Source: an optimization exercise on an open RTL-to-GDS flow (aim: small area, a short achievable clock period and few clock cycles per item). Production flows keep margins and buffers that such runs may drop.
At most, simulation tests tie the RTL to the original design; equivalence was not proved.
For run 4, only the layout was checked, not whether the RTL still works.
Power and IR drop assume default switching activity.

### flow/design.v
module md5(
  input          clock,
  input          reset,
  input  [127:0] io_in,
  input          io_in_valid,
  output [127:0] io_out,
  output         io_out_valid,
  output         io_ready
);
  reg [127:0] msg;
  reg [31:0]  b, c, d, p;
  reg [5:0]   cnt;
  reg         busy, ovalid;
  reg [1:0]   ms;               
  reg         mz;               
  reg         ready;            
  wire last = (cnt == 6'd63);
  assign io_ready = ready;
  wire accept = io_ready & io_in_valid;
  assign io_out_valid = ovalid;
  assign io_out = {p, b, c, d};
  reg         lastf;            
  reg         l62;              
  wire [5:0] cn = io_ready ? 6'd0 : cnt + 6'd1;
  reg [1:0] ran;
  always @* begin
    case ({cn[5:4], cn[1:0]})
      4'd0: ran = 2'd3;
      4'd1: ran = 2'd3;
      4'd2: ran = 2'd3;
      4'd3: ran = 2'd2;
      4'd4: ran = 2'd1;
      4'd5: ran = 2'd0;
      4'd6: ran = 2'd0;
      4'd7: ran = 2'd0;
      4'd8: ran = 2'd0;
      4'd9: ran = 2'd2;
      4'd10: ran = 2'd2;
      4'd11: ran = 2'd3;
      4'd12: ran = 2'd2;
      4'd13: ran = 2'd1;
      4'd14: ran = 2'd1;
      4'd15: ran = 2'd1;
      default: ran = 2'd0;
    endcase
  end
  wire [3:0] frn = 4'b0001 << cn[5:4];
  wire [3:0] ran1 = 4'b0001 << ran;
  wire [3:0] rbn1 = 4'b0001 << cn[1:0];
  reg [0:0] first_0_q;  always @(posedge clock) first_0_q <= io_ready;
  wire [0:0] first_0 = first_0_q;
  reg [0:0] first_1_q;  always @(posedge clock) first_1_q <= ~(io_ready);
  wire [0:0] first_1 = ~first_1_q;
  reg [0:0] first_2_q;  always @(posedge clock) first_2_q <= (io_ready) | {1{reset}};
  wire [0:0] first_2 = first_2_q;
  reg [0:0] first_3_q;  always @(posedge clock) first_3_q <= ~((io_ready) | {1{reset}});
  wire [0:0] first_3 = ~first_3_q;
  reg [0:0] first_s_q;  always @(posedge clock) first_s_q <= (io_ready) & ~{1{reset}};
  wire [0:0] first_s = first_s_q;
  reg [0:0] first_p_q;  always @(posedge clock) first_p_q <= ~((io_ready) & ~{1{reset}});
  wire [0:0] first_p = ~first_p_q;
  reg [3:0] ra_0_q;  always @(posedge clock) ra_0_q <= ran1;
  wire [3:0] ra_0 = ra_0_q;
  reg [3:0] rb_0_q;  always @(posedge clock) rb_0_q <= rbn1;
  wire [3:0] rb_0 = rb_0_q;
  wire [31:0] firstv = {{8{first_3}}, {8{first_2}}, {8{first_1}}, {8{first_0}}};
  wire [31:0] ra0v = {{32{ra_0[0]}}};
  wire [31:0] rb0v = {{32{rb_0[0]}}};
  wire [31:0] ra1v = {{32{ra_0[1]}}};
  wire [31:0] rb1v = {{32{rb_0[1]}}};
  wire [31:0] ra2v = {{32{ra_0[2]}}};
  wire [31:0] rb2v = {{32{rb_0[2]}}};
  wire [31:0] ra3v = {{32{ra_0[3]}}};
  wire [31:0] rb3v = {{32{rb_0[3]}}};
  reg [31:0] f0, f1;
  wire [31:0] x = (b & f1) | (~b & f0) | (f0 & f1);
  wire [31:0] y = (firstv & msg[31:0]) | (~firstv & p);
  wire [31:0] sum = x + y;
  wire [31:0] q0 = {sum[27:0], sum[31:28]};
  wire [31:0] q1 = (ra0v & q0) | (ra1v & {q0[30:0], q0[31:31]}) | (ra2v & {q0[29:0], q0[31:30]}) | (ra3v & {q0[28:0], q0[31:29]});
  wire [31:0] q2 = (rb0v & q1) | (rb1v & {q1[26:0], q1[31:27]}) | (rb2v & {q1[21:0], q1[31:22]}) | (rb3v & {q1[15:0], q1[31:16]});
  wire bb0_G0_1 = (b[1] & b[0]);
  wire bb0_P0_5 = (b[5] & b[4]);
  wire bb0_G0_9 = (b[9] | b[8]);
  wire bb0_G0_17 = (b[17] & b[16]);
  wire bb0_G0_19 = (b[19] | b[18]);
  wire bb0_P0_21 = (b[21] & b[20]);
  wire bb0_G0_23 = (b[23] | b[22]);
  wire bb0_G0_25 = (b[25] | b[24]);
  wire bb0_G0_27 = (b[27] | b[26]);
  wire bb0_G0_31 = (b[31] | b[30]);
  wire bb0_G1_3 = (b[3] | (b[2] & bb0_G0_1));
  wire bb0_P1_3 = (b[2] & b[1]);
  wire bb0_P1_7 = (b[6] & bb0_P0_5);
  wire bb0_G1_11 = (b[11] | (b[10] & bb0_G0_9));
  wire bb0_G1_15 = (b[15] | (b[14] & b[13]));
  wire bb0_P1_15 = (b[14] & b[12]);
  wire bb0_G1_19 = (bb0_G0_19 | bb0_G0_17);
  wire bb0_G1_27 = (bb0_G0_27 | bb0_G0_25);
  wire bb0_G1_31 = (bb0_G0_31 | b[29]);
  wire bb0_G2_7 = (b[7] | (bb0_P1_7 & bb0_G1_3));
  wire bb0_P2_7 = (bb0_P1_7 & bb0_P1_3);
  wire bb0_G2_15 = (bb0_G1_15 | (bb0_P1_15 & bb0_G1_11));
  wire bb0_P2_15 = (bb0_P1_15 & b[10]);
  wire bb0_G2_23 = (bb0_G0_23 | (bb0_P0_21 & bb0_G1_19));
  wire bb0_P2_23 = (bb0_P0_21 & b[17]);
  wire bb0_G2_31 = (bb0_G1_31 | (b[28] & bb0_G1_27));
  wire bb0_G3_15 = (bb0_G2_15 | (bb0_P2_15 & bb0_G2_7));
  wire bb0_P3_15 = (bb0_P2_15 & bb0_P2_7);
  wire bb0_G3_31 = (bb0_G2_31 | (b[28] & bb0_G2_23));
  wire bb0_P3_31 = (b[28] & bb0_P2_23);
  wire bb0_G4_31 = (bb0_G3_31 | (bb0_P3_31 & bb0_G3_15));
  wire bb0_P4_31 = (bb0_P3_31 & bb0_P3_15);
  wire bb0_G5_23 = (bb0_G2_23 | (bb0_P2_23 & bb0_G3_15));
  wire bb0_P5_23 = (bb0_P2_23 & bb0_P3_15);
  wire bb0_G6_11 = (bb0_G1_11 | (b[10] & bb0_G2_7));
  wire bb0_P6_11 = (b[10] & bb0_P2_7);
  wire bb0_G6_19 = (bb0_G1_19 | (b[17] & bb0_G3_15));
  wire bb0_P6_19 = (b[17] & bb0_P3_15);
  wire bb0_G6_27 = (bb0_G1_27 | bb0_G5_23);
  wire bb0_G7_5 = (bb0_P0_5 & bb0_G1_3);
  wire bb0_P7_5 = (bb0_P0_5 & bb0_P1_3);
  wire bb0_G7_9 = (bb0_G0_9 | bb0_G2_7);
  wire bb0_G7_13 = (b[13] | (b[12] & bb0_G6_11));
  wire bb0_P7_13 = (b[12] & bb0_P6_11);
  wire bb0_G7_17 = (bb0_G0_17 | (b[17] & bb0_G3_15));
  wire bb0_P7_17 = (b[17] & bb0_P3_15);
  wire bb0_G7_21 = (bb0_P0_21 & bb0_G6_19);
  wire bb0_P7_21 = (bb0_P0_21 & bb0_P6_19);
  wire bb0_G7_25 = (bb0_G0_25 | bb0_G5_23);
  wire bb0_G7_29 = (b[29] | (b[28] & bb0_G6_27));
  wire bb0_P7_29 = (b[28] & bb0_P5_23);
  wire bb0_G8_2 = (b[2] & bb0_G0_1);
  wire bb0_P8_2 = (b[2] & b[1]);
  wire bb0_G8_4 = (b[4] & bb0_G1_3);
  wire bb0_P8_4 = (b[4] & bb0_P1_3);
  wire bb0_G8_6 = (b[6] & bb0_G7_5);
  wire bb0_P8_6 = (b[6] & bb0_P7_5);
  wire bb0_G8_8 = (b[8] | bb0_G2_7);
  wire bb0_G8_10 = (b[10] & bb0_G7_9);
  wire bb0_P8_10 = (b[10] & bb0_P2_7);
  wire bb0_G8_12 = (b[12] & bb0_G6_11);
  wire bb0_P8_12 = (b[12] & bb0_P6_11);
  wire bb0_G8_14 = (b[14] & bb0_G7_13);
  wire bb0_P8_14 = (b[14] & bb0_P7_13);
  wire bb0_G8_16 = (b[16] | bb0_G3_15);
  wire bb0_G8_18 = (b[18] | bb0_G7_17);
  wire bb0_G8_20 = (b[20] & bb0_G6_19);
  wire bb0_P8_20 = (b[20] & bb0_P6_19);
  wire bb0_G8_22 = (b[22] | bb0_G7_21);
  wire bb0_G8_24 = (b[24] | bb0_G5_23);
  wire bb0_G8_26 = (b[26] | bb0_G7_25);
  wire bb0_G8_28 = (b[28] & bb0_G6_27);
  wire bb0_P8_28 = (b[28] & bb0_P5_23);
  wire bb0_G8_30 = (b[30] | bb0_G7_29);
  wire [31:0] bb0 = {(~b[31] ^ bb0_G8_30), (~b[30] ^ bb0_G7_29), (~b[29] ^ bb0_G8_28), (b[28] ^ bb0_G6_27), (~b[27] ^ bb0_G8_26), (~b[26] ^ bb0_G7_25), (~b[25] ^ bb0_G8_24), (~b[24] ^ bb0_G5_23), (~b[23] ^ bb0_G8_22), (~b[22] ^ bb0_G7_21), (b[21] ^ bb0_G8_20), (b[20] ^ bb0_G6_19), (~b[19] ^ bb0_G8_18), (~b[18] ^ bb0_G7_17), (b[17] ^ bb0_G8_16), (~b[16] ^ bb0_G3_15), (~b[15] ^ bb0_G8_14), (b[14] ^ bb0_G7_13), (~b[13] ^ bb0_G8_12), (b[12] ^ bb0_G6_11), (~b[11] ^ bb0_G8_10), (b[10] ^ bb0_G7_9), (~b[9] ^ bb0_G8_8), (~b[8] ^ bb0_G2_7), (~b[7] ^ bb0_G8_6), (b[6] ^ bb0_G7_5), (b[5] ^ bb0_G8_4), (b[4] ^ bb0_G1_3), (~b[3] ^ bb0_G8_2), (b[2] ^ bb0_G0_1), (b[1] ^ b[0]), ~b[0]};
  wire [31:0] bl = lastf ? bb0 : b;
  wire [31:0] bop = (firstv & 32'hefcdab89) | (~firstv & bl);
  wire [31:0] t = bop + q2;
  reg [31:0] mw;
  always @* begin
    case (ms)
      2'd0: mw = msg[31:0];
      2'd1: mw = msg[63:32];
      2'd2: mw = msg[95:64];
      default: mw = msg[127:96];
    endcase
  end
  wire [31:0] mop = mz ? 32'h0 : mw;
  wire [63:0] kt0 = 64'hf4ef5e112e3a536a;
  wire [63:0] kt1 = 64'h289b0182c394bd3e;
  wire [63:0] kt2 = 64'h12a3d68c0f88250d;
  wire [63:0] kt3 = 64'h20a42914744c259f;
  wire [63:0] kt4 = 64'h72752940311a16a2;
  wire [63:0] kt5 = 64'h352679721484cf1c;
  wire [63:0] kt6 = 64'h01e8f1e8b5db8087;
  wire [63:0] kt7 = 64'h6d5b339177e4378f;
  wire [63:0] kt8 = 64'hc64b15329bc5bf49;
  wire [63:0] kt9 = 64'hfb83c1b93167273d;
  wire [63:0] kt10 = 64'h09f165d147b4857c;
  wire [63:0] kt11 = 64'h08d934fccac2428d;
  wire [63:0] kt12 = 64'h7ce97ec5845b1fc2;
  wire [63:0] kt13 = 64'h99a7a3cf98619102;
  wire [63:0] kt14 = 64'h7bf968bb48e63736;
  wire [63:0] kt15 = 64'h7135185918e505d4;
  wire [63:0] kt16 = 64'haa2c93e73be82214;
  wire [63:0] kt17 = 64'h782d32f8fd4e8251;
  wire [63:0] kt18 = 64'he1724a5e331ec75c;
  wire [63:0] kt19 = 64'h15b9d6faf40ab60d;
  wire [63:0] kt20 = 64'h380e18fb8746fe2d;
  wire [63:0] kt21 = 64'h11a1e36df9ac622f;
  wire [63:0] kt22 = 64'ha8281a15bed32749;
  wire [63:0] kt23 = 64'h60e67ffe9ae45a95;
  wire [63:0] kt24 = 64'hdafb2817edc45fdc;
  wire [63:0] kt25 = 64'hefb33171a15aab10;
  wire [63:0] kt26 = 64'h9dfcf66ff64ab25a;
  wire [63:0] kt27 = 64'h75b629d6d8245fe1;
  wire [63:0] kt28 = 64'h1924aa6492289249;
  wire [63:0] kt29 = 64'hfbae91eebac6baeb;
  wire [63:0] kt30 = 64'hcdaddb36b76ddadd;
  wire [63:0] kt31 = 64'h5b76db6ddb6db76d;
  wire [31:0] kr = {kt31[cnt], kt30[cnt], kt29[cnt], kt28[cnt], kt27[cnt], kt26[cnt], kt25[cnt], kt24[cnt], kt23[cnt], kt22[cnt], kt21[cnt], kt20[cnt], kt19[cnt], kt18[cnt], kt17[cnt], kt16[cnt], kt15[cnt], kt14[cnt], kt13[cnt], kt12[cnt], kt11[cnt], kt10[cnt], kt9[cnt], kt8[cnt], kt7[cnt], kt6[cnt], kt5[cnt], kt4[cnt], kt3[cnt], kt2[cnt], kt1[cnt], kt0[cnt]};
  wire [31:0] dop = first_p ? 32'h0 : d;
  reg [31:0] kn;
  reg [1:0]  msn;
  reg        mzn;
  always @* begin
    case (cn)
      6'd0: begin kn = 32'hf8fa0bcc; msn = 2'd1; mzn = 1'b0; end
      6'd1: begin kn = 32'h242070db; msn = 2'd2; mzn = 1'b0; end
      6'd2: begin kn = 32'hc1bdceee; msn = 2'd3; mzn = 1'b0; end
      6'd3: begin kn = 32'hf57c0faf; msn = 2'd0; mzn = 1'b0; end
      6'd4: begin kn = 32'h4787c62a; msn = 2'd1; mzn = 1'b0; end
      6'd5: begin kn = 32'ha8304613; msn = 2'd2; mzn = 1'b0; end
      6'd6: begin kn = 32'hfd469501; msn = 2'd3; mzn = 1'b0; end
      6'd7: begin kn = 32'h698098d8; msn = 2'd0; mzn = 1'b0; end
      6'd8: begin kn = 32'h8b44f7af; msn = 2'd1; mzn = 1'b0; end
      6'd9: begin kn = 32'hffff5bb1; msn = 2'd2; mzn = 1'b0; end
      6'd10: begin kn = 32'h895cd7be; msn = 2'd3; mzn = 1'b0; end
      6'd11: begin kn = 32'h6b901122; msn = 2'd0; mzn = 1'b0; end
      6'd12: begin kn = 32'hfd987193; msn = 2'd1; mzn = 1'b0; end
      6'd13: begin kn = 32'ha679438e; msn = 2'd2; mzn = 1'b0; end
      6'd14: begin kn = 32'h49b40821; msn = 2'd3; mzn = 1'b0; end
      6'd15: begin kn = 32'hf61e2562; msn = 2'd0; mzn = 1'b0; end
      6'd16: begin kn = 32'hc040b340; msn = 2'd0; mzn = 1'b0; end
      6'd17: begin kn = 32'h265e5a51; msn = 2'd1; mzn = 1'b0; end
      6'd18: begin kn = 32'he9b6c7aa; msn = 2'd1; mzn = 1'b0; end
      6'd19: begin kn = 32'hd62f105d; msn = 2'd2; mzn = 1'b0; end
      6'd20: begin kn = 32'h02441453; msn = 2'd2; mzn = 1'b0; end
      6'd21: begin kn = 32'hd8a1e681; msn = 2'd3; mzn = 1'b0; end
      6'd22: begin kn = 32'he7d3fbc8; msn = 2'd3; mzn = 1'b0; end
      6'd23: begin kn = 32'h21e1cde6; msn = 2'd0; mzn = 1'b0; end
      6'd24: begin kn = 32'hc33707d6; msn = 2'd0; mzn = 1'b0; end
      6'd25: begin kn = 32'hf4d50d87; msn = 2'd1; mzn = 1'b0; end
      6'd26: begin kn = 32'h455a14ed; msn = 2'd1; mzn = 1'b0; end
      6'd27: begin kn = 32'ha9e3e905; msn = 2'd2; mzn = 1'b0; end
      6'd28: begin kn = 32'hfcefa3f8; msn = 2'd2; mzn = 1'b0; end
      6'd29: begin kn = 32'h676f02d9; msn = 2'd3; mzn = 1'b0; end
      6'd30: begin kn = 32'h8d2a4c8a; msn = 2'd3; mzn = 1'b0; end
      6'd31: begin kn = 32'hfffa3942; msn = 2'd0; mzn = 1'b0; end
      6'd32: begin kn = 32'h8771f681; msn = 2'd0; mzn = 1'b0; end
      6'd33: begin kn = 32'h6d9d6122; msn = 2'd0; mzn = 1'b0; end
      6'd34: begin kn = 32'hfde5380c; msn = 2'd0; mzn = 1'b0; end
      6'd35: begin kn = 32'ha4beea44; msn = 2'd1; mzn = 1'b0; end
      6'd36: begin kn = 32'h4bdecfa9; msn = 2'd1; mzn = 1'b0; end
      6'd37: begin kn = 32'hf6bb4b60; msn = 2'd1; mzn = 1'b0; end
      6'd38: begin kn = 32'hbebfbc70; msn = 2'd1; mzn = 1'b0; end
      6'd39: begin kn = 32'h289b7ec6; msn = 2'd2; mzn = 1'b0; end
      6'd40: begin kn = 32'heaa127fa; msn = 2'd2; mzn = 1'b0; end
      6'd41: begin kn = 32'hd4ef3085; msn = 2'd2; mzn = 1'b0; end
      6'd42: begin kn = 32'h04881d05; msn = 2'd2; mzn = 1'b0; end
      6'd43: begin kn = 32'hd9d4d039; msn = 2'd3; mzn = 1'b0; end
      6'd44: begin kn = 32'he6db99e5; msn = 2'd3; mzn = 1'b0; end
      6'd45: begin kn = 32'h1fa27cf8; msn = 2'd3; mzn = 1'b0; end
      6'd46: begin kn = 32'hc4ac5665; msn = 2'd3; mzn = 1'b0; end
      6'd47: begin kn = 32'hf4292244; msn = 2'd0; mzn = 1'b0; end
      6'd48: begin kn = 32'h432aff97; msn = 2'd2; mzn = 1'b0; end
      6'd49: begin kn = 32'hab9423a7; msn = 2'd0; mzn = 1'b0; end
      6'd50: begin kn = 32'hfc93a039; msn = 2'd2; mzn = 1'b0; end
      6'd51: begin kn = 32'h655b59c3; msn = 2'd0; mzn = 1'b0; end
      6'd52: begin kn = 32'h8f0ccc92; msn = 2'd2; mzn = 1'b0; end
      6'd53: begin kn = 32'hffeff47d; msn = 2'd0; mzn = 1'b0; end
      6'd54: begin kn = 32'h85845dd1; msn = 2'd2; mzn = 1'b0; end
      6'd55: begin kn = 32'h6fa87e4f; msn = 2'd1; mzn = 1'b0; end
      6'd56: begin kn = 32'hfe2ce6e0; msn = 2'd3; mzn = 1'b0; end
      6'd57: begin kn = 32'ha3014314; msn = 2'd1; mzn = 1'b0; end
      6'd58: begin kn = 32'h4e0811a1; msn = 2'd3; mzn = 1'b0; end
      6'd59: begin kn = 32'hf7537e82; msn = 2'd1; mzn = 1'b0; end
      6'd60: begin kn = 32'hbd3af235; msn = 2'd3; mzn = 1'b0; end
      6'd61: begin kn = 32'h2ad7d2bb; msn = 2'd1; mzn = 1'b0; end
      6'd62: begin kn = 32'heb86d391; msn = 2'd3; mzn = 1'b0; end
      6'd63: begin kn = 32'h67452301; msn = 2'd0; mzn = 1'b1; end
      default: begin kn = 32'h0; msn = 2'd0; mzn = 1'b0; end
    endcase
  end
  wire [31:0] cf = first_s ? 32'hefcdab89 : b;
  wire [31:0] df = first_s ? 32'h98badcfe : c;
  wire [31:0] bx_a = b;
  wire [31:0] bx_b = (lastf ? 32'h98badcfe : 32'h10325476);
  wire [31:0] bx_p = bx_a ^ bx_b;
  wire [31:0] bx_g0 = bx_a & bx_b;
  wire bx_G0_1 = bx_g0[1] | (bx_p[1] & bx_g0[0]);
  wire bx_P0_1 = bx_p[1] & bx_p[0];
  wire bx_G0_3 = bx_g0[3] | (bx_p[3] & bx_g0[2]);
  wire bx_P0_3 = bx_p[3] & bx_p[2];
  wire bx_G0_5 = bx_g0[5] | (bx_p[5] & bx_g0[4]);
  wire bx_P0_5 = bx_p[5] & bx_p[4];
  wire bx_G0_7 = bx_g0[7] | (bx_p[7] & bx_g0[6]);
  wire bx_P0_7 = bx_p[7] & bx_p[6];
  wire bx_G0_9 = bx_g0[9] | (bx_p[9] & bx_g0[8]);
  wire bx_P0_9 = bx_p[9] & bx_p[8];
  wire bx_G0_11 = bx_g0[11] | (bx_p[11] & bx_g0[10]);
  wire bx_P0_11 = bx_p[11] & bx_p[10];
  wire bx_G0_13 = bx_g0[13] | (bx_p[13] & bx_g0[12]);
  wire bx_P0_13 = bx_p[13] & bx_p[12];
  wire bx_G0_15 = bx_g0[15] | (bx_p[15] & bx_g0[14]);
  wire bx_P0_15 = bx_p[15] & bx_p[14];
  wire bx_G0_17 = bx_g0[17] | (bx_p[17] & bx_g0[16]);
  wire bx_P0_17 = bx_p[17] & bx_p[16];
  wire bx_G0_19 = bx_g0[19] | (bx_p[19] & bx_g0[18]);
  wire bx_P0_19 = bx_p[19] & bx_p[18];
  wire bx_G0_21 = bx_g0[21] | (bx_p[21] & bx_g0[20]);
  wire bx_P0_21 = bx_p[21] & bx_p[20];
  wire bx_G0_23 = bx_g0[23] | (bx_p[23] & bx_g0[22]);
  wire bx_P0_23 = bx_p[23] & bx_p[22];
  wire bx_G0_25 = bx_g0[25] | (bx_p[25] & bx_g0[24]);
  wire bx_P0_25 = bx_p[25] & bx_p[24];
  wire bx_G0_27 = bx_g0[27] | (bx_p[27] & bx_g0[26]);
  wire bx_P0_27 = bx_p[27] & bx_p[26];
  wire bx_G0_29 = bx_g0[29] | (bx_p[29] & bx_g0[28]);
  wire bx_P0_29 = bx_p[29] & bx_p[28];
  wire bx_G0_31 = bx_g0[31] | (bx_p[31] & bx_g0[30]);
  wire bx_P0_31 = bx_p[31] & bx_p[30];
  wire bx_G1_3 = bx_G0_3 | (bx_P0_3 & bx_G0_1);
  wire bx_P1_3 = bx_P0_3 & bx_P0_1;
  wire bx_G1_7 = bx_G0_7 | (bx_P0_7 & bx_G0_5);
  wire bx_P1_7 = bx_P0_7 & bx_P0_5;
  wire bx_G1_11 = bx_G0_11 | (bx_P0_11 & bx_G0_9);
  wire bx_P1_11 = bx_P0_11 & bx_P0_9;
  wire bx_G1_15 = bx_G0_15 | (bx_P0_15 & bx_G0_13);
  wire bx_P1_15 = bx_P0_15 & bx_P0_13;
  wire bx_G1_19 = bx_G0_19 | (bx_P0_19 & bx_G0_17);
  wire bx_P1_19 = bx_P0_19 & bx_P0_17;
  wire bx_G1_23 = bx_G0_23 | (bx_P0_23 & bx_G0_21);
  wire bx_P1_23 = bx_P0_23 & bx_P0_21;
  wire bx_G1_27 = bx_G0_27 | (bx_P0_27 & bx_G0_25);
  wire bx_P1_27 = bx_P0_27 & bx_P0_25;
  wire bx_G1_31 = bx_G0_31 | (bx_P0_31 & bx_G0_29);
  wire bx_P1_31 = bx_P0_31 & bx_P0_29;
  wire bx_G2_7 = bx_G1_7 | (bx_P1_7 & bx_G1_3);
  wire bx_P2_7 = bx_P1_7 & bx_P1_3;
  wire bx_G2_15 = bx_G1_15 | (bx_P1_15 & bx_G1_11);
  wire bx_P2_15 = bx_P1_15 & bx_P1_11;
  wire bx_G2_23 = bx_G1_23 | (bx_P1_23 & bx_G1_19);
  wire bx_P2_23 = bx_P1_23 & bx_P1_19;
  wire bx_G2_31 = bx_G1_31 | (bx_P1_31 & bx_G1_27);
  wire bx_P2_31 = bx_P1_31 & bx_P1_27;
  wire bx_G3_15 = bx_G2_15 | (bx_P2_15 & bx_G2_7);
  wire bx_P3_15 = bx_P2_15 & bx_P2_7;
  wire bx_G3_31 = bx_G2_31 | (bx_P2_31 & bx_G2_23);
  wire bx_P3_31 = bx_P2_31 & bx_P2_23;
  wire bx_G4_31 = bx_G3_31 | (bx_P3_31 & bx_G3_15);
  wire bx_P4_31 = bx_P3_31 & bx_P3_15;
  wire bx_G5_23 = bx_G2_23 | (bx_P2_23 & bx_G3_15);
  wire bx_P5_23 = bx_P2_23 & bx_P3_15;
  wire bx_G6_11 = bx_G1_11 | (bx_P1_11 & bx_G2_7);
  wire bx_P6_11 = bx_P1_11 & bx_P2_7;
  wire bx_G6_19 = bx_G1_19 | (bx_P1_19 & bx_G3_15);
  wire bx_P6_19 = bx_P1_19 & bx_P3_15;
  wire bx_G6_27 = bx_G1_27 | (bx_P1_27 & bx_G5_23);
  wire bx_P6_27 = bx_P1_27 & bx_P5_23;
  wire bx_G7_5 = bx_G0_5 | (bx_P0_5 & bx_G1_3);
  wire bx_P7_5 = bx_P0_5 & bx_P1_3;
  wire bx_G7_9 = bx_G0_9 | (bx_P0_9 & bx_G2_7);
  wire bx_P7_9 = bx_P0_9 & bx_P2_7;
  wire bx_G7_13 = bx_G0_13 | (bx_P0_13 & bx_G6_11);
  wire bx_P7_13 = bx_P0_13 & bx_P6_11;
  wire bx_G7_17 = bx_G0_17 | (bx_P0_17 & bx_G3_15);
  wire bx_P7_17 = bx_P0_17 & bx_P3_15;
  wire bx_G7_21 = bx_G0_21 | (bx_P0_21 & bx_G6_19);
  wire bx_P7_21 = bx_P0_21 & bx_P6_19;
  wire bx_G7_25 = bx_G0_25 | (bx_P0_25 & bx_G5_23);
  wire bx_P7_25 = bx_P0_25 & bx_P5_23;
  wire bx_G7_29 = bx_G0_29 | (bx_P0_29 & bx_G6_27);
  wire bx_P7_29 = bx_P0_29 & bx_P6_27;
  wire bx_G8_2 = bx_g0[2] | (bx_p[2] & bx_G0_1);
  wire bx_P8_2 = bx_p[2] & bx_P0_1;
  wire bx_G8_4 = bx_g0[4] | (bx_p[4] & bx_G1_3);
  wire bx_P8_4 = bx_p[4] & bx_P1_3;
  wire bx_G8_6 = bx_g0[6] | (bx_p[6] & bx_G7_5);
  wire bx_P8_6 = bx_p[6] & bx_P7_5;
  wire bx_G8_8 = bx_g0[8] | (bx_p[8] & bx_G2_7);
  wire bx_P8_8 = bx_p[8] & bx_P2_7;
  wire bx_G8_10 = bx_g0[10] | (bx_p[10] & bx_G7_9);
  wire bx_P8_10 = bx_p[10] & bx_P7_9;
  wire bx_G8_12 = bx_g0[12] | (bx_p[12] & bx_G6_11);
  wire bx_P8_12 = bx_p[12] & bx_P6_11;
  wire bx_G8_14 = bx_g0[14] | (bx_p[14] & bx_G7_13);
  wire bx_P8_14 = bx_p[14] & bx_P7_13;
  wire bx_G8_16 = bx_g0[16] | (bx_p[16] & bx_G3_15);
  wire bx_P8_16 = bx_p[16] & bx_P3_15;
  wire bx_G8_18 = bx_g0[18] | (bx_p[18] & bx_G7_17);
  wire bx_P8_18 = bx_p[18] & bx_P7_17;
  wire bx_G8_20 = bx_g0[20] | (bx_p[20] & bx_G6_19);
  wire bx_P8_20 = bx_p[20] & bx_P6_19;
  wire bx_G8_22 = bx_g0[22] | (bx_p[22] & bx_G7_21);
  wire bx_P8_22 = bx_p[22] & bx_P7_21;
  wire bx_G8_24 = bx_g0[24] | (bx_p[24] & bx_G5_23);
  wire bx_P8_24 = bx_p[24] & bx_P5_23;
  wire bx_G8_26 = bx_g0[26] | (bx_p[26] & bx_G7_25);
  wire bx_P8_26 = bx_p[26] & bx_P7_25;
  wire bx_G8_28 = bx_g0[28] | (bx_p[28] & bx_G6_27);
  wire bx_P8_28 = bx_p[28] & bx_P6_27;
  wire bx_G8_30 = bx_g0[30] | (bx_p[30] & bx_G7_29);
  wire bx_P8_30 = bx_p[30] & bx_P7_29;
  wire [31:0] bx = {(bx_p[31] ^ bx_G8_30), (bx_p[30] ^ bx_G7_29), (bx_p[29] ^ bx_G8_28), (bx_p[28] ^ bx_G6_27), (bx_p[27] ^ bx_G8_26), (bx_p[26] ^ bx_G7_25), (bx_p[25] ^ bx_G8_24), (bx_p[24] ^ bx_G5_23), (bx_p[23] ^ bx_G8_22), (bx_p[22] ^ bx_G7_21), (bx_p[21] ^ bx_G8_20), (bx_p[20] ^ bx_G6_19), (bx_p[19] ^ bx_G8_18), (bx_p[18] ^ bx_G7_17), (bx_p[17] ^ bx_G8_16), (bx_p[16] ^ bx_G3_15), (bx_p[15] ^ bx_G8_14), (bx_p[14] ^ bx_G7_13), (bx_p[13] ^ bx_G8_12), (bx_p[12] ^ bx_G6_11), (bx_p[11] ^ bx_G8_10), (bx_p[10] ^ bx_G7_9), (bx_p[9] ^ bx_G8_8), (bx_p[8] ^ bx_G2_7), (bx_p[7] ^ bx_G8_6), (bx_p[6] ^ bx_G7_5), (bx_p[5] ^ bx_G8_4), (bx_p[4] ^ bx_G1_3), (bx_p[3] ^ bx_G8_2), (bx_p[2] ^ bx_G0_1), (bx_p[1] ^ bx_g0[0]), bx_p[0]};
  wire [31:0] cn_ = (l62 | lastf) ? bx : cf;
  wire [31:0] dn_ = df;
  wire [31:0] f0n = ({32{frn[0]}} & df) | ({32{frn[1]}} & cf & ~df)
                  | ({32{frn[2]}} & (cf ^ df)) | ({32{frn[3]}} & ~(cf ^ df));
  wire [31:0] f1n = ({32{frn[0]}} & cf) | ({32{frn[1]}} & (cf | df))
                  | ({32{frn[2]}} & ~(cf ^ df)) | ({32{frn[3]}} & ~cf);
  always @(posedge clock) begin
    if (io_ready) msg <= io_in;
    b <= t;
    c <= cn_;
    d <= dn_;
    f0 <= io_ready ? 32'hd76aa477 : f0n;
    f1 <= io_ready ? 32'hd76aa477 : f1n;
    lastf <= (cn == 6'd63);
    l62 <= (cn == 6'd62);
    p <= dop + mop + kr;
    cnt <= cn;
    ms <= msn;
    mz <= mzn;
    if (reset) begin
      busy <= 1'b0;
      ovalid <= 1'b0;
      ready <= 1'b1;
    end else begin
      busy <= accept | (busy & ~last);
      ovalid <= busy & last;
      ready <= ~(accept | (busy & ~last)) | (cn == 6'd63);
    end
  end
endmodule
### flow/flow/run.sh
#!/bin/bash
set -o pipefail
cd "$(dirname "$0")/.."
export BUFFER_PORTS_ARGS="-buffer_cell sky130_fd_sc_hd__buf_1"
SETUP_SLACK_MARGIN=12.6 bash standard.sh cts > standard_cts.log 2>&1 || exit 1
SETUP_SLACK_MARGIN=12.6 bash standard.sh > standard.log 2>&1
### flow/standard.sh
#!/bin/bash
# synth_recipe.tcl (not shown) runs the flow's synth.tcl, then flattens the netlist and writes it again
# the make line also repeats each setting of config.mk as NAME=value (left out here)
make -C /OpenROAD-flow-scripts/flow DESIGN_CONFIG=/design/flow/config.mk WORK_HOME=/design/flow/orfs CLKGATE_MAP_FILE= SYNTH_SCRIPT=/design/flow/synth_recipe.tcl "${@:-finish}"
### flow/config.mk
export PLATFORM = sky130hd
export DESIGN_NAME = md5
export DESIGN_NICKNAME = md5
export VERILOG_FILES = /design/flow/design.v
export SDC_FILE = /design/flow/constraint.sdc
export NUM_CORES = 8
export LEC_CHECK = 0
export ABC_AREA = 1
export CAP_MARGIN = 20
export CORE_MARGIN = 2
export CORE_UTILIZATION = 44
export SLEW_MARGIN = 20
### flow/constraint.sdc
create_clock -name core_clock -period 17.0 [get_ports {clock}]
set_input_delay 3.4000 -clock core_clock [delete_from_list [all_inputs] [get_ports {clock}]]
set_output_delay 3.4000 -clock core_clock [all_outputs]
set_load 0.01 [all_outputs]
==> impl.org, run 1 <==
** Timing
- In the finished design, the share of the clock period the worst path needs comes to 27.6%.
- The count of final max-slew check failures is 0.
- Slew at the pin closest to its max-slew limit :: 1.24 ns
- Across the routed clock network, the largest skew measured is 0.0336 ns.
- Unrepaired setup endpoints after global routing :: yes
- Final critical path time including I/O delays and setup :: 4.69 ns
- Summed negative setup slack over all endpoints :: 0 ns
- Relative max-transition margin :: 16.1%
- Number of endpoints with negative hold slack in the final report :: 0
- Setup violations remaining at the end of the flow were counted as 0.
- In the post-route analysis, the smallest setup slack over all paths is 12.31 ns.
- Derived from the worst setup path, the maximum achievable clock frequency is 0.213 GHz.

** GRT
- Global routing used 38.6% of the available tracks.
- The number of antenna violations at the first check in global routing is 3.
- First-pass GRT wire length :: 169,000 µm
- Total gr overflow :: 0
- Entering global routing, the biggest net connects 77 pins.
- The number of global-route vias before repair is 25,100.

** Setup path
- Category of cells accounting for the largest share of critical-path delay :: buffers and inverters
- Maximum fanout along the worst path :: 4
- STA classifies the critical path startpoint as a register.
- Required time at the endpoint of the critical path :: 13.60 ns
- The slowest stage of the critical path belongs to the cell dfxtp_2.
- The largest single stage delay on the critical path is 0.32 ns.
- Among the stages of the critical path, the cell type that occurs most often is buf_6.
- RR Endpoint :: b[24]
- Crit path arrival time :: 1.29 ns
- The signal on the critical path passes through buf_8 > buf_6 > buf_6.
- Measured in cells, the most critical reg-to-reg path has a length of 30.
- The setup path with the least slack is of type register to output port.
- Worst path buffer plus inverter count :: 3
- In this run the critical register-to-register path is launched from b[8].
- The worst setup path is captured at an output port.
- Register-to-register setup slack :: 12.36 ns

** Logic synthesis
- Cell area after synthesis :: 25,100 µm²
- For this run, the number of Yosys warnings is 1.
- Count of cell types in the netlist :: 69
- Counting every net in the synthesized netlist gives 3,849.
- Share of synthesized registers carrying an async set or reset :: 0%
- Portion of the post-synthesis area used by sequential elements :: 32.8%
- The cell count after synthesis came out at 3,497.
- Counting flops with a built-in enable in the synthesized netlist gives 128.
- Post-synthesis sequential element count :: 348
- Among all flip-flop cells after synthesis, the most frequent one is dfxtp_1.
- In this run the mean area of a mapped cell was 7.18 µm².

** Power
- Highest ir drop seen on vdd :: 0.115 mV
- Leakage :: 15.0 nW
- Total chip power :: 6.91 mW
- Power density relative to cell area :: 203 nW/µm²

** Cells and area
- After the flow finishes, the layout carries non-filler instances totaling 4,730.
- In the final design database the tool counted 4,292 nets.
- After routing the design area is 34,100 µm².
- Filler cell count in the final layout :: 5,332
- Relative area change from synthesis to final layout :: 35.8%
- Proportion of layout cells with a drive suffix above 1 :: 28.4%

** Place
- Cell total after placement :: 4,408
- Gp weighted congestion :: 1.01
- Summing all placed instances gives a cell area of 26,800 µm².
- Detailed placement ended at an HPWL of 87,500 µm.
- Timing analysis after detailed placement gives a worst setup slack of 11.06 ns.
- Port buffering added 260 buffers.

** Hold path
- The worst hold path passes through 2 cells.
- Worst Hold Path EP :: ovalid
- Startpoint of the most critical hold path :: busy
- The worst hold path belongs to the class register to register.

** Drt
- After detailed routing, the average wire length per cell comes to 25.1 µm.
- Residual antenna-violating net count after detailed routing :: 0
- Number of DRC markers after the initial detailed-route iteration :: 3,160
- Routed Wire Length :: 119,000 µm
- In the routed layout, each cell is associated on average with a via count of 5.84.
- In the routed design, unresolved DRC markers number 0.
- The first TritonRoute pass finished after 6 iterations.
- Vias post-DR :: 27,600

** CTS
- Sinks on the clock net :: 348
- TritonCTS built the clock tree.
- The clock passes through at most 3 buffers.
- Post-CTS Hold Buffers :: 0
- After clock tree synthesis, the clock-pin slew on the worst setup and hold paths is 0.06 ns.
- Total CTS buffers :: 42
- The root buffer cell chosen for the clock tree is clkbuf_16.
- CTS built an H-tree with a depth of 2.
- Clock latency on the worst-skew pair :: 0.60 ns

** Floorplanning
- Site row count :: 87
- Die extent in y :: 243 µm
- 261 I/O pins were placed.
- Die span in x :: 243 µm
- After floorplanning, the core was sized to cover 56,400 µm².
- Once the floorplan was initialized, standard cells occupied 44.5% of the core.
- Die area :: 59,000 µm²

** Flow run
- Reported max-cap violation count :: 0

** Outcome
- Run status :: finished clean
-- sequential cells by signal, summed over array words and instances (netlist names), 2 cells and up --
signal	count
b	32
c	32
cnt	6
d	32
f0	32
f1	32
ms	2
msg	128
p	32
ra_0_q	4
rb_0_q	4
-- tightest hold or removal path: cells and delay by family (launching register included) --
family / cells / cell delay, ns
buf+inv: 1 / 0.05
flops: 1 / 0.31
simple gates: 1 / 0.05
-- cell usage in the layout, fill, tap and decap left out, types with 38 or more instances in the layout --
cell,synthesis,final
nand2_1,902,784
inv_1,425,390
buf_4,4,248
nor2_1,272,223
a21oi_1,243,201
nand3_1,202,171
o21ai_0,193,163
buf_6,1,149
buf_1,23,130
ha_1,187,129
edfxtp_1,128,128
nand2_2,19,97
dfxtp_4,0,82
dfxtp_1,220,82
o211ai_1,63,63
dfxtp_2,0,56
ha_4,0,47
xor2_1,55,46
clkbuf_16,0,43
nand2_4,0,39
o2111ai_1,41,39
nor2_2,15,38
-- where the power goes --
| part | switching, mW | internal (mW) | total, mW |
|---|---|---|---|
| logic | 2.72 | 1.88 | 4.60 |
| registers | 0.240 | 1.14 | 1.38 |
| clock network | 0.392 | 0.541 | 0.933 |
-- worst max path at each step --
stage,startpoint,end,slack (ns),cells after the start
after floorplan,ready,io_ready,12.42,0
after global placement,first_1_q,b[24],11.10,29
after detailed placement,first_1_q,b[22],11.06,31
after CTS,b[8],io_out[72],12.41,2
after global routing,first_0_q,b[22],12.15,31
final,b[13],io_out[77],12.31,3
-- per-layer routing --
metal | vias to the layer above | routed length [µm] | track usage [%]
met3 | 243 | 13300 | 9.55
met2 | 1595 | 50900 | 56.8
li1 | 12600 | - | -
met5 | - | 14 | 0
met1 | 13100 | 49700 | 54.6
met4 | 2 | 4970 | 13.9
-- cells in the mapped netlist (all sizes together) (46+ instances only) --
cell,number,share of area [%]
buf,46,0.87
nand2,921,14
xor2,55,1.9
clkbuf,100,1.5
nand3,210,4.4
edfxtp,128,15
inv,436,6.5
ha,187,9.3
dfxtp,220,18
o21ai,211,4.3
a21oi,245,4.9
o211ai,63,1.9
nor2,291,4.6
-- final cells by class --
type	instances	area, µm²	area share [%]
clock inverters	19	209	0.613
diodes	1	2.50	0.00734
flip-flops and latches	348	8630	25.3
multi-input cells	2566	17100	50.1
repair buffers	544	4340	12.7
well taps	756	946	2.77
inverters	437	1700	4.97
clock buffers	58	1190	3.50
repair inverters	1	7.51	0.0220
-- per-stage QoR --
stage	hold WS (ns)	util, %
2_1_floorplan	0.410	-
4_1_cts	0.444	57.3
5_1_grt	0.482	60.5
3_3_place_gp	0.441	47.5
6_report	0.439	60.5
3_5_place_dp	0.443	47.5
-- cell families (layout without fill, tap and decap cells) --
group,Yosys count,after routing,share of synthesized area (%)
compound gates,728,728,17.6
other cells,0,1,0
buf+inv,583,1059,8.89
flops,348,348,32.8
fa+ha+maj,221,221,12.0
mux,1,1,0.0399
xor+xnor,83,83,2.89
simple gates,1533,1533,25.7
-- timing repair --
item                                    in CTS  in global routing
endpoints found under the setup margin     225                175
gates resized for setup                    809                308
pin swaps                                  108                100
gates cloned                                 1                  0
setup buffers                              180                 63
hold endpoints to repair                     0                  0
Testbench counts, summed over its fixed seeds: cycles 51,216, items 800.
==> inputs of run 2 (changes only) <==
==> flow/flow/run.sh (replaced) <==
#!/bin/bash
set -o pipefail
cd "$(dirname "$0")/.."
export BUFFER_PORTS_ARGS="-buffer_cell sky130_fd_sc_hd__buf_1"
SETUP_SLACK_MARGIN=12.45 bash standard.sh cts > standard_cts.log 2>&1 || exit 1
SETUP_SLACK_MARGIN=12.45 bash standard.sh > standard.log 2>&1
==> impl.org, run 2 <==
** Drt
- Number of DRC markers after the initial detailed-route iteration :: 3,561 (+13%)
- The number of iterations in the first detailed-routing pass came to 8 (+2).
- The detailed-route DRC error count came to 0 (unchanged).
- Routed Wire Length :: 115,000 µm (-3.6%)
- The count of nets left with antenna violations after detail routing was 0 (unchanged).
- Routed WL per cell :: 24.6 µm (-2.2%)
- The detailed-route vias per instance came to 5.88 (+0.65%).
- Vias post-DR :: 27,400 (-0.80%)

** Timing
- Unrepaired setup endpoints after global routing :: yes
- Final worst hold slack :: 0.442 ns (+0.00331 ns)
- The sum of negative setup slack is 0 ns (unchanged).
- The total setup violations reported at the end of the flow came to 0 (unchanged).
- The count of final max-slew check failures came to 0 (unchanged).
- The final critical delay including setup and external delays is 4.60 ns (-0.0871 ns).
- The headroom to the max-slew limit is 23.6% (+7.5 points).
- Number of endpoints with negative hold slack in the final report :: 0 (unchanged)
- The worst clock skew on the final layout was 0.0307 ns (-0.00294 ns).
- Share of the clock period used by the worst path :: 27.1% (-0.51 points)
- Worst Setup Slack, final :: 12.40 ns (+0.0871 ns)
- The transition at the pin with the smallest max-transition slack came to 1.14 ns (-0.100 ns).
- The maximum operating frequency is 0.217 GHz (+1.9%).

** Floorplanning
- The effective utilization at floorplan is 44.5% (unchanged).
- The total I/O pin count was 261 (unchanged).
- Die area :: 59,000 µm² (unchanged)
- Die extent in y :: 243 µm (unchanged)
- Site row count :: 87 (unchanged)
- Standard cell core area :: 56,400 µm² (unchanged)
- The width of the chip came to 243 µm (unchanged).

** CTS
- The quantity of hold-fixing buffers added after cts came to 0 (unchanged).
- Clock latency on the worst-skew pair :: 0.59 ns (about the same)
- Total CTS buffers :: 41 (-2.4%)
- Sinks on the clock net :: 348 (unchanged)
- Number of buffers on the longest clock path :: 3 (unchanged)
- The clock-pin slew on the worst setup and hold paths came to 0.06 ns (about the same).
- CTS placed an instance of clkbuf_16 at the clock tree root.
- Total number of H-tree levels :: 2 (unchanged)
- Clock tree from TritonCTS :: yes

** Cells and area
- The library cell used most frequently in the layout, excluding fill and tap cells, is nand2_1.
- Number of nets in the finished design :: 4,223 (-1.6%)
- Layout Cells excl Fill :: 4,662 (-1.4%)
- Share of the core filled with cells :: 57.4% (-3.1 points)
- Multi-input logic area :: 16,900 µm² (-1.0%)
- Proportion of layout cells with a drive suffix above 1 :: 24.3% (-4.1 points)
- The number of flip-flops in the largest register was 128 (unchanged).
- Relative area change from synthesis to final layout :: 28.9%
- Largest reg by FF count :: msg
- Filler cell count in the final layout :: 5,495 (+3.1%)
- Register cell area after layout :: 8480 µm² (-1.7%)
- Highest-count cells in the layout ignoring fill and taps :: 770 x nand2_1, 387 x inv_1, 231 x nor2_1

** Setup path
- In this design, the critical path's most frequently occurring cell is nand2_1.
- Crit path arrival time :: 5.06 ns (+3.77 ns)
- The slowest stage of the critical path is the dfxtp_2 cell.
- Endpoint kind of the worst setup timing path :: register
- Longest individual stage delay on the worst path :: 0.32 ns (about the same)
- The critical path is of the register to register type.
- The highest net fanout along the worst path was 5 (+1).
- STA classifies the critical path startpoint as a register.
- Register-to-register setup slack :: 12.40 ns (+0.04 ns)
- The critical path required time was 17.46 ns (+3.86 ns).

** GRT
- The number of global-route vias before repair is 24,700 (-1.8%).
- The sum of overflow across all layers after global routing came to 0 (unchanged).
- The global-route usage over all layers is 36.8% (-1.8 points).
- Maximum number of pins on one net before global-route repair :: 140 (+82%)
- First-pass GRT wire length :: 162,000 µm (-4.4%)
- The number of antenna violations at the first check in global routing came to 4 (+1).

** Logic synthesis
- The share of synthesized area occupied by flip-flops and latches is 32.8% (unchanged).
- Counting instances in the post-synthesis netlist gives the leading cell types as 902 x nand2_1, 425 x inv_1, 272 x nor2_1, 243 x a21oi_1, 220 x dfxtp_1.
- Most frequent cell after synthesis :: nand2_1
- The post-synth net total is 3,849 (unchanged).
- Average size of a mapped cell :: 7.18 µm² (unchanged)
- Cell area after synthesis :: 25,100 µm² (unchanged)
- Post-synth top area cell :: dfxtp_1
- Cells taking the most area after synthesis :: dfxtp_1 18%, edfxtp_1 15%, nand2_1 13%
- The count of flip-flops with a built-in enable after synthesis was 128 (unchanged).
- Count of yosys warnings during synthesis :: 1 (unchanged)
- Synthesized instance count :: 3,497 (unchanged)
- Post-synthesis sequential element count :: 348 (unchanged)
- Share of synthesized registers carrying an async set or reset :: 0% (unchanged)
- The distinct cell type count after synthesis is 69 (unchanged).
- Synth top area share :: 17.5% (unchanged)
- Post-synth top flop :: dfxtp_1

** Place
- Gp weighted congestion :: 1.04 (+2.7%)
- The worst setup timing slack at the placement stage is 11.03 ns (-0.0331 ns).
- The placed wire-length estimate is 84,300 µm (-3.7%).
- Cell total after placement :: 4,402 (-0.14%)
- The number of buffers added on ports came to 260 (unchanged).

** Outcome
- Run status :: finished clean

** Flow run
- The number of violations of the max-capacitance limit was 0 (unchanged).

** Power
- The peak ir drop on the vdd network came to 0.110 mV (-4.3%).
- The power per unit of standard cell area came to 202 nW/µm² (-0.55%).
- Leakage :: 14.2 nW (-5.6%)

** Hold path
- Min-Delay Path Class :: register to register
[run 2: changes by cell type in the layout (fill, tap and decap cells not counted), sizes merged]
cell      before  now
buf          543  467
clkinv         9   19
inv          427  424
clkinvlp      18   16
diode          1    3
clkbuf        59   60
[run 2: metal layers]
layer	GRT usage, %	vias to the layer above	share of wire [%]
li1	-	12500	-
met1	51.0	12900	41
met2	55.4	1611	42
met3	8.87	332	11
met4	14.2	6	5.4
met5	0	-	0.032
[run 2: metrics by stage]
| step | area [µm²] | total power [mW] |
|---|---|---|
| 5_1_grt | 32400 | 6.87 |
| 3_3_place_gp | 26700 | 4.48 |
| 3_5_place_dp | 26700 | 4.44 |
| 6_report | 32400 | 6.52 |
| 4_1_cts | 30100 | 5.78 |
| 2_1_floorplan | 25100 | 3.31 |
[run 2: cells by family after synthesis]
group | after synthesis | share of synthesized area (%)
AOI/OAI and AO/OA | 728 | 17.6
xor gates and xnor gates | 83 | 2.89
adders and majority gates | 221 | 12.0
buffers and inverters | 583 | 8.89
DFF | 348 | 32.8
muxes | 1 | 0.0399
and+or+nand+nor | 1533 | 25.7
[run 2: final cells by class]
type	count	area share, %
well taps	756	2.92
clock buffers	50	3.38
multi-input cells	2566	52.2
flip-flops and latches	348	26.2
inverters	437	5.30
clock inverters	25	0.781
repair buffers	477	9.15
diodes	3	0.0232
[run 2: timing repair]
item                       CTS  global route
pin swaps                   35           171
gates resized for setup    408           417
setup buffers              101            81
setup endpoints to repair  147            65
[run 2: path summary, 6_finish.rpt]
path,from,endpoint,cells past startpoint
setup / recovery,b[22],b[30],29
hold / removal,busy,ovalid,2
setup reg to reg,b[22],b[30],29
hold reg to reg,busy,ovalid,2
[run 2: power by group]
| group | internal, mW | switching [mW] | leakage [nW] |
|---|---|---|---|
| Clock | 0.511 | 0.386 | 0.669 |
| Sequential | 1.11 | 0.235 | 3.15 |
| Combinational | 1.63 | 2.65 | 10.4 |
[run 2: critical path: cells and delay by family (launching register included)]
family	cells	cell delay, ns
flops	1	0.32
xor+xnor	1	0.14
simple gates	17	2.03
fa+ha+maj	2	0.60
buf+inv	5	0.58
compound gates	4	0.78
==> inputs of run 3 (changes only) <==
==> flow/flow/run.sh (replaced) <==
#!/bin/bash
set -o pipefail
cd "$(dirname "$0")/.."
export BUFFER_PORTS_ARGS="-buffer_cell sky130_fd_sc_hd__buf_1"
SETUP_SLACK_MARGIN=12.2 bash standard.sh cts > standard_cts.log 2>&1 || exit 1
SETUP_SLACK_MARGIN=12.2 bash standard.sh > standard.log 2>&1
--- a/flow/config.mk
+++ b/flow/config.mk
@@ -9,4 +9,4 @@
 export CAP_MARGIN = 20
 export CORE_MARGIN = 2
-export CORE_UTILIZATION = 44
+export CORE_UTILIZATION = 50
 export SLEW_MARGIN = 20
==> impl.org, run 3 <==
** Place
- The instance count after placement with tap cells included is 4,329 (-1.7%).
- The number of buffers added on ports came to 260 (unchanged).
- The final estimated routing congestion in global placement is 1.07 (+3.4%).
- Setup Slack @ Placement :: 10.92 ns (-0.111 ns)
- The placed wire-length estimate is 84,800 µm (+0.53%).

** Logic synthesis
- Dominant combinational cell family by area after synthesis :: simple AND/OR/NAND/NOR gates
- Synth top area share :: 17.5% (unchanged)
- Xor/xnor cell area share of the yosys netlist :: 2.89% (unchanged)
- Post-synth top area cell :: dfxtp_1
- The distinct cell type count after synthesis is 69 (unchanged).
- Yosys attributes the largest share of cell area to dfxtp_1 18%, edfxtp_1 15%, nand2_1 13%.
- The post-synthesis adder-cell area fraction is 12.0% (unchanged).
- Share of synthesized area spent on multiplexers :: 0.0399% (unchanged)
- The cell area after synthesis came to 25,100 µm² (unchanged).
- Count of yosys warnings during synthesis :: 1 (unchanged)
- Synthesized instance count :: 3,497 (unchanged)
- The synthesized-area fraction occupied by and/or/nand/nor cells is 25.7% (unchanged).
- The post-synthesis average cell area came to 7.18 µm² (unchanged).
- Portion of the post-synthesis area used by sequential elements :: 32.8% (unchanged)
- The post-synth net total came to 3,849 (unchanged).
- The complex-gate fraction of the synthesized area came to 17.6% (unchanged).
- Counting instances in the post-synthesis netlist gives the leading cell types as 902 x nand2_1, 425 x inv_1, 272 x nor2_1, 243 x a21oi_1, 220 x dfxtp_1.
- The most common cell in the synthesized netlist is nand2_1.
- Number of enable flip-flop cells after synthesis :: 128 (unchanged)
- The fraction of registers with async set/reset is 0% (unchanged).
- The most used flip-flop cell after synthesis is dfxtp_1.
- The flop and latch count out of synthesis is 348 (unchanged).

** GRT
- The pin count of the biggest net entering global routing was 79 (-44%).
- Global router's overall resource usage :: 41.1% (+4.3 points)
- Vias in the first global route :: 26,100 (+5.8%)
- Antenna violations before repair :: 4 (unchanged)
- First-pass GRT wire length :: 162,000 µm (+0.11%)
- Total gr overflow :: 0 (unchanged)

** Drt
- Highest Signal Layer :: met5
- Vias per inst :: 6.12 (+4.1%)
- Routed length on met3 :: 13,600 µm (+6.6%)
- Routed WL per cell :: 24.9 µm (+1.4%)
- Remaining design rule violation count :: 0 (unchanged)
- Met2 wire len :: 49,300 µm (+1.5%)
- The number of DRC markers after the initial detailed-route iteration is 3,419 (-4.0%).
- The number of iterations in the first detailed-routing pass was 8 (unchanged).
- The met1 wire length is 43,000 µm (-8.7%).
- Vias post-DR :: 27,400 (+0.058%)
- Routed Wire Length :: 112,000 µm (-2.5%)
- Residual antenna-violating net count after detailed routing :: 0 (unchanged)

** Timing
- The count of final max-slew check failures is 0 (unchanged).
- The headroom to the max-slew limit is 12.2% (-11 points).
- The sum of negative setup slack is 0 ns (unchanged).
- Slew at the pin closest to its max-slew limit :: 1.31 ns (+0.167 ns)
- Final critical path time including I/O delays and setup :: 4.79 ns (+0.185 ns)
- Share of the clock period used by the worst path :: 28.1% (+1.1 points)
- Number of endpoints with negative hold slack in the final report :: 0 (unchanged)
- Final worst hold slack :: 0.446 ns (+0.00387 ns)
- The maximum operating frequency came to 0.209 GHz (-3.9%).
- The worst clock skew on the final layout was 0.0236 ns (-0.00700 ns).
- Unrepaired setup endpoints after global routing :: yes
- Worst Setup Slack, final :: 12.21 ns (-0.185 ns)
- # setup viols final :: 0 (unchanged)

** Floorplanning
- The die height came to 228 µm (-6.1%).
- Die span in x :: 228 µm (-6.1%)
- The total core area came to 49,900 µm² (-12%).
- Die area :: 52,000 µm² (-12%)
- The total I/O pin count was 261 (unchanged).
- Site row count :: 82 (-5.7%)
- The effective utilization at floorplan is 50.4% (+5.8 points).

** Power
- The power per unit of standard cell area is 197 nW/µm² (-2.4%).
- Switching power as a share of total power :: 50.4% (+0.21 points)
- Switching pwr :: 2.99 mW (-8.5%)
- The leakage dissipation is 13.3 nW (-6.1%).
- Part of the total power dissipated in sequential elements :: 22.5% (+1.8 points)
- Clk network pwr share :: 14.8% (+1.1 points)
- Combinational group share of total power :: 62.8% (-2.8 points)
- The peak ir drop on the vdd network came to 0.134 mV (+22%).
- The internal power of the cells is 2.95 mW (-9.2%).

** Setup path
- Worst path buffer plus inverter count :: 1 (-4)
- Crit path arrival time :: 1.39 ns (-3.67 ns)
- Walking the worst path, the cells encountered are buf_1.
- Nature of the critical path startpoint :: register
- CP Launch Point :: d[24]
- The highest net fanout along the worst path came to 2 (-3).
- The slowest stage of the critical path belongs to the cell dfxtp_1.
- On the critical path the largest part of the delay comes from flip-flops.
- The largest incremental delay on the critical path was 0.61 ns (+0.29 ns).
- Required time at the endpoint of the critical path :: 13.60 ns (-3.86 ns)
- The worst setup path is captured at an output port.
- Worst reg2reg startpoint :: b[2]
- Critical path class :: register to output port

** CTS
- Total number of H-tree levels :: 2 (unchanged)
- Clock tree from TritonCTS :: yes
- Total CTS buffers :: 40 (-2.4%)
- The clock-pin slew on the worst setup and hold paths came to 0.06 ns (about the same).
- Clock tree synthesis selected as its root buffer the cell clkbuf_16.
- Sinks on the clock net :: 348 (unchanged)
- Clock latency on the worst-skew pair :: 0.59 ns (about the same)
- Number of buffers on the longest clock path :: 3 (unchanged)
- Post-CTS Hold Buffers :: 0 (unchanged)

** Cells and area
- Filler cell count in the final layout :: 4,472 (-19%)
- The library cells used most frequently in the layout, excluding fill and tap cells, are 832 x nand2_1, 407 x inv_1, 260 x buf_1.
- Max FFs per register :: 128 (unchanged)
- Antenna diode count :: 0 (-3)
- Largest reg by FF count :: msg
- The number of standard cells in the final layout excluding fillers came to 4,482 (-3.9%).
- Relative to the synthesized area, the layout overhead comes to 20.4%.
- Most frequent standard cell in the layout excluding fill and tap cells :: nand2_1
- Number of nets in the finished design :: 4,133 (-2.1%)
- Share of the core filled with cells :: 60.6% (+3.2 points)
- Proportion of layout cells with a drive suffix above 1 :: 14.7% (-9.6 points)

** Outcome
- The run finished with no timing, DRC or antenna violations.

** Hold path
- Min-Delay Path Class :: register to register
- The worst hold path begins at busy.

** Flow run
- Reported max-cap violation count :: 0 (unchanged)
## run 3: cells by family (layout without fill, tap and decap cells)
| family | count (synthesis) | count (layout) |
|---|---|---|
| fa+ha+maj | 221 | 221 |
| buf+inv | 583 | 896 |
| mux | 1 | 1 |
| xor+xnor | 83 | 83 |
| flops | 348 | 348 |
| compound gates | 728 | 728 |
| simple gates | 1533 | 1533 |
## run 3: path summary, 6_finish.rpt
kind                     end  slack (ns)  depth (start not counted)
hold / removal        ovalid        0.45                          2
setup / recovery  io_out[24]       12.21                          1
setup reg to reg       b[30]       12.23                         31
hold reg to reg       ovalid        0.45                          2
## run 3: stage by stage
stage	power [mW]	instance area, µm²
2_1_floorplan	3.31	25100
3_3_place_gp	4.30	26700
3_5_place_dp	4.36	26700
4_1_cts	5.47	28900
5_1_grt	6.29	30200
6_report	5.95	30200
## run 3: repair_timing
action                                  CTS  global route
resized for setup                       159           260
setup buffers                            39            43
cloned                                    0             0
endpoints found under the setup margin   46            39
hold endpoints to repair                  0             0
pin swaps                                26            76
## run 3: layer usage
metal	GRT usage, %	up-vias
met5	0	-
met4	17.8	2
met3	10.6	364
met2	64.6	1849
met1	53.4	12900
li1	-	12300
## run 3: power groups by stage
| stage | combinational [mW] | sequential [mW] | clock (mW) |
|---|---|---|---|
| 2_1_floorplan | 2.04 | 1.27 | 0 |
| 3_3_place_gp | 2.98 | 1.32 | 0 |
| 3_5_place_dp | 3.04 | 1.32 | 0 |
| 4_1_cts | 3.28 | 1.31 | 0.880 |
| 5_1_grt | 4.04 | 1.34 | 0.914 |
| 6_report | 3.73 | 1.34 | 0.879 |
## run 3: area by class of cell
cell class / count / area, µm² / share of cell area [%]
clock buffers: 57 / 1130 / 3.72
clock inverters: 14 / 173 / 0.571
inverters: 437 / 1670 / 5.53
multi-input cells: 2566 / 16100 / 53.2
flip-flops and latches: 348 / 8330 / 27.6
well taps: 672 / 841 / 2.78
repair buffers: 388 / 2010 / 6.65
==> inputs of run 4 (changes only) <==
--- a/flow/design.v
+++ b/flow/design.v
@@ -56,7 +56,15 @@
   reg [0:0] first_3_q;  always @(posedge clock) first_3_q <= ~((io_ready) | {1{reset}});
   wire [0:0] first_3 = ~first_3_q;
-  reg [0:0] first_s_q;  always @(posedge clock) first_s_q <= (io_ready) & ~{1{reset}};
+  reg [0:0] first_4_q;  always @(posedge clock) first_4_q <= (io_ready) & ~{1{reset}};
+  wire [0:0] first_4 = first_4_q;
+  reg [0:0] first_5_q;  always @(posedge clock) first_5_q <= ~((io_ready) & ~{1{reset}});
+  wire [0:0] first_5 = ~first_5_q;
+  reg [0:0] first_6_q;  always @(posedge clock) first_6_q <= io_ready;
+  wire [0:0] first_6 = first_6_q;
+  reg [0:0] first_7_q;  always @(posedge clock) first_7_q <= ~(io_ready);
+  wire [0:0] first_7 = ~first_7_q;
+  reg [0:0] first_s_q;  always @(posedge clock) first_s_q <= (io_ready) | {1{reset}};
   wire [0:0] first_s = first_s_q;
-  reg [0:0] first_p_q;  always @(posedge clock) first_p_q <= ~((io_ready) & ~{1{reset}});
+  reg [0:0] first_p_q;  always @(posedge clock) first_p_q <= ~((io_ready) | {1{reset}});
   wire [0:0] first_p = ~first_p_q;
   reg [3:0] ra_0_q;  always @(posedge clock) ra_0_q <= ran1;
@@ -64,5 +72,5 @@
   reg [3:0] rb_0_q;  always @(posedge clock) rb_0_q <= rbn1;
   wire [3:0] rb_0 = rb_0_q;
-  wire [31:0] firstv = {{8{first_3}}, {8{first_2}}, {8{first_1}}, {8{first_0}}};
+  wire [31:0] firstv = {{4{first_7}}, {4{first_6}}, {4{first_5}}, {4{first_4}}, {4{first_3}}, {4{first_2}}, {4{first_1}}, {4{first_0}}};
   wire [31:0] ra0v = {{32{ra_0[0]}}};
   wire [31:0] rb0v = {{32{rb_0[0]}}};
==> flow/flow/run.sh (replaced) <==
#!/bin/bash
set -o pipefail
cd "$(dirname "$0")/.."
export SETUP_SLACK_MARGIN=12.3
export BUFFER_PORTS_ARGS="-buffer_cell sky130_fd_sc_hd__buf_1"
bash standard.sh > standard.log 2>&1
==> impl.org, run 4 <==
** Outcome
- The run finished with no timing, DRC or antenna violations.

** Logic synthesis
- Post-synth top area cell :: dfxtp_1
- By count the netlist is led by 906 x nand2_1, 430 x inv_1, 258 x nor2_1, 253 x a21oi_1, 220 x dfxtp_1.
- Cell area after synthesis :: 25,000 µm² (-0.42%)
- Average size of a mapped cell :: 7.17 µm² (-0.10%)
- The number of instances in the synthesized netlist is 3,486 (-0.31%).
- Count of cell types in the netlist :: 68 (-1.4%)
- Nets in the synthesized netlist :: 3,838 (-0.29%)
- Portion of the post-synthesis area used by sequential elements :: 33.0% (+0.14 points)
- Post-synth top flop :: dfxtp_1
- The number of warning messages in the yosys log was 1 (unchanged).
- The flop and latch count out of synthesis came to 348 (unchanged).
- The area share of the leading cell type in the synthesized netlist was 17.6% (+0.074 points).
- In the post-synthesis netlist, the cell with the most instances is nand2_1.
- In the post-synthesis netlist, the biggest area contributors are dfxtp_1 18%, edfxtp_1 15%, nand2_1 14%.
- Number of enable flip-flop cells after synthesis :: 128 (unchanged)
- Share of synthesized registers carrying an async set or reset :: 0% (unchanged)

** Timing
- The headroom to the max-slew limit came to 12.0% (-0.28 points).
- Max-slew violations :: 0 (unchanged)
- Number of endpoints with negative hold slack in the final report :: 0 (unchanged)
- Post-Route Skew :: 0.0302 ns (+0.00651 ns)
- # setup viols final :: 0 (unchanged)
- Worst Setup Slack, final :: 12.25 ns (+0.0310 ns)
- Unrepaired setup endpoints after global routing :: yes
- Slew at the pin closest to its max-slew limit :: 1.32 ns (+0.00899 ns)
- The maximum operating frequency was 0.210 GHz (+0.65%).
- Share of the clock period used by the worst path :: 28.0% (-0.18 points)
- The sum of negative setup slack is 0 ns (unchanged).
- Final critical path time including I/O delays and setup :: 4.75 ns (-0.0310 ns)

** CTS
- Clock tree from TritonCTS :: yes
- Number of buffers on the longest clock path :: 3 (unchanged)
- In this run the clock root is driven by a clkbuf_16.
- The total CTS buffers came to 40 (unchanged).
- The quantity of hold-fixing buffers added after cts is 0 (unchanged).
- Clock latency on the worst-skew pair :: 0.59 ns (about the same)
- The count of H-tree levels built during CTS is 2 (unchanged).
- Clk pin slew, worst setup/hold paths :: 0.06 ns (about the same)
- The number of clock sinks seen by CTS came to 348 (unchanged).

** Power
- Power density relative to cell area :: 185 nW/µm² (-5.9%)
- The overall power came to 5.70 mW (-4.1%).
- The peak ir drop on the vdd network is 0.0949 mV (-29%).
- Leakage :: 13.5 nW (+1.3%)

** Setup path
- Register-to-register setup slack :: 12.25 ns (+0.02 ns)
- The critical path is of the register to register type.
- FF-to-FF path depth :: 29 (-6.5%)
- STA classifies the critical path startpoint as a register.
- The signal arrival time at the worst endpoint came to 5.23 ns (+3.84 ns).
- Termination of the worst setup path :: b[31]
- CP Launch Point :: first_4_q
- The cell that appears most often on the critical path is nand2_1.
- Worst reg2reg startpoint :: first_4_q
- The highest net fanout along the worst path is 5 (+3).
- The critical path required time is 17.48 ns (+3.88 ns).
- RR Endpoint :: b[31]
- The largest incremental delay on the critical path is 0.40 ns (-0.21 ns).
- On the critical path, the stage with the largest delay is an instance of nand4_1.
- STA classifies the critical path endpoint as a register.

** Floorplanning
- Die span in x :: 228 µm (-0.21%)
- The die area is 51,800 µm² (-0.41%).
- Standard cell core area :: 49,200 µm² (-1.4%)
- The total I/O pin count came to 261 (unchanged).
- The row count came to 81 (-1.2%).
- Die extent in y :: 228 µm (-0.21%)
- Initial Utilization :: 50.9% (+0.51 points)

** Hold path
- The worst hold path belongs to the class register to register.
- Cell depth of the worst hold path :: 2 (unchanged)

** Cells and area
- Highest-count cells in the layout ignoring fill and taps :: 810 x nand2_1, 409 x inv_1, 256 x buf_1
- Ranked by flip-flop count, first place goes to msg.
- Leaving out fill and tap cells, the most frequent cell in the layout is nand2_1.
- The number of flip-flops in the largest register was 128 (unchanged).
- Relative area change from synthesis to final layout :: 23.3%
- The final-layout fill cell count is 4,333 (-3.1%).
- Share of the core filled with cells :: 62.7% (+2.1 points)
- The post-layout net count is 4,151 (+0.44%).
- The share of post-route cells with drive strength above 1 was 16.6% (+1.9 points).

** GRT
- Maximum number of pins on one net before global-route repair :: 170 (+120%)
- Vias in the first global route :: 25,700 (-1.3%)
- The sum of overflow across all layers after global routing was 0 (unchanged).
- Antenna violations before repair :: 7 (+3)
- Global router's overall resource usage :: 43.0% (+1.9 points)
- The global-route wire length before repair came to 163,000 µm (+0.54%).

** Drt
- Drt first pass iters :: 8 (unchanged)
- Routed Wire Length :: 115,000 µm (+3.0%)
- Routed WL per cell :: 25.6 µm (+2.7%)
- Residual antenna-violating net count after detailed routing :: 0 (unchanged)
- The number of vias in the routed layout is 27,800 (+1.3%).
- The detailed-route DRC error count is 0 (unchanged).
- Number of DRC markers after the initial detailed-route iteration :: 3,400 (-0.56%)
- The detailed-route vias per instance was 6.18 (+1.0%).

** Place
- Count of input and output buffers :: 260 (unchanged)
- Gp weighted congestion :: 1.11 (+3.2%)
- Half-perimeter wire length after placement :: 84,800 µm (about the same)
- The worst setup timing slack at the placement stage is 11.14 ns (+0.221 ns).

** Flow run
- Reported max-cap violation count :: 0 (unchanged)
[run 4: what timing repair did]
item                                    4_1_cts  5_1_grt
pin swaps                                    20      101
cloned                                        4        0
gates resized for setup                     204      321
buffers inserted                             29       84
endpoints found under the setup margin       76       47
[run 4: kinds of logic after synthesis]
family	synth area share (%)
AO/OA/AOI/OAI	17.7
buffers and inverters	8.96
multiplexers	0.0400
flip-flops	33.0
adder cells (fa/ha/maj)	12.1
XOR/XNOR	3.01
AND/OR/NAND/NOR	25.2
[run 4: final cells by class]
| cell class | instances | area (µm²) | share of cell area [%] |
|---|---|---|---|
| multi-input combinational | 2553 | 16300 | 52.8 |
| sequential | 348 | 8390 | 27.2 |
| timing repair buffer | 410 | 2340 | 7.58 |
| inverter | 446 | 1720 | 5.58 |
| clock buffer | 51 | 1060 | 3.45 |
| tap | 664 | 831 | 2.69 |
| clock inverter | 22 | 210 | 0.682 |
| antenna | 1 | 2.50 | 0.00812 |
[run 4: report_power, final]
group	switching (mW)	internal (mW)	total [mW]
Clock	0.382	0.479	0.861
Sequential	0.218	1.04	1.26
Combinational	2.26	1.32	3.58
[run 4: per-stage QoR]
step / std cells / hold slack [ns] / area (µm²)
global placement: 4304 / 0.444 / 26500
finish: 4495 / 0.475 / 30800
detailed placement: 4304 / 0.463 / 26500
CTS: 4410 / 0.474 / 28900
global route: 4494 / 0.492 / 30800
floorplan: 3486 / 0.432 / 25000
[run 4: worst max-delay path, delay by kind of cell, from the launching register on]
family / cells / cell delay (ns)
buf+inv: 4 / 0.59
fa+ha+maj: 2 / 0.61
compound gates: 7 / 1.23
simple gates: 16 / 1.80
flops: 1 / 0.39
[run 4: worst min-delay path by stage]
| stage | end | startpoint | slack (ns) |
|---|---|---|---|
| global placement | ovalid | busy | 0.44 |
| finish | ovalid | busy | 0.47 |
| global route | ovalid | busy | 0.49 |
| CTS | ovalid | busy | 0.47 |
| detailed placement | ovalid | busy | 0.46 |
| floorplan | ovalid | busy | 0.43 |
[run 4: layer usage]
metal	GRT usage, %	wire length, µm
met3	13.1	15000
met5	0	70
met1	53.7	42700
met4	28.1	9000
met2	64.3	48300

[separate check: timing with driven ports]
No port has a modelled driver above. Below, the same layouts with a new extraction and two added sets of constraints.
Step 1: set_driving_cell puts a clkbuf_16 on clock and a buf_2 on each other input, an assumption about the parent block.
Step 2 also shifts input and output timing later by t, the mid clock arrival at the registers, as if the neighbouring blocks saw the same clock.
Slacks: no drivers / after step 1 / after step 2; pairs: no drivers / after step 1.
run	t, ns	setup WS [ns]
run 1	0.652	12.313 / 12.243 / 12.360
run 2	0.637	12.400 / 12.362 / 12.400
run 3	0.635	12.215 / 12.153 / 12.235
run 4	0.639	12.246 / 12.220 / 12.246
After both steps setup and hold are still met in every run listed.
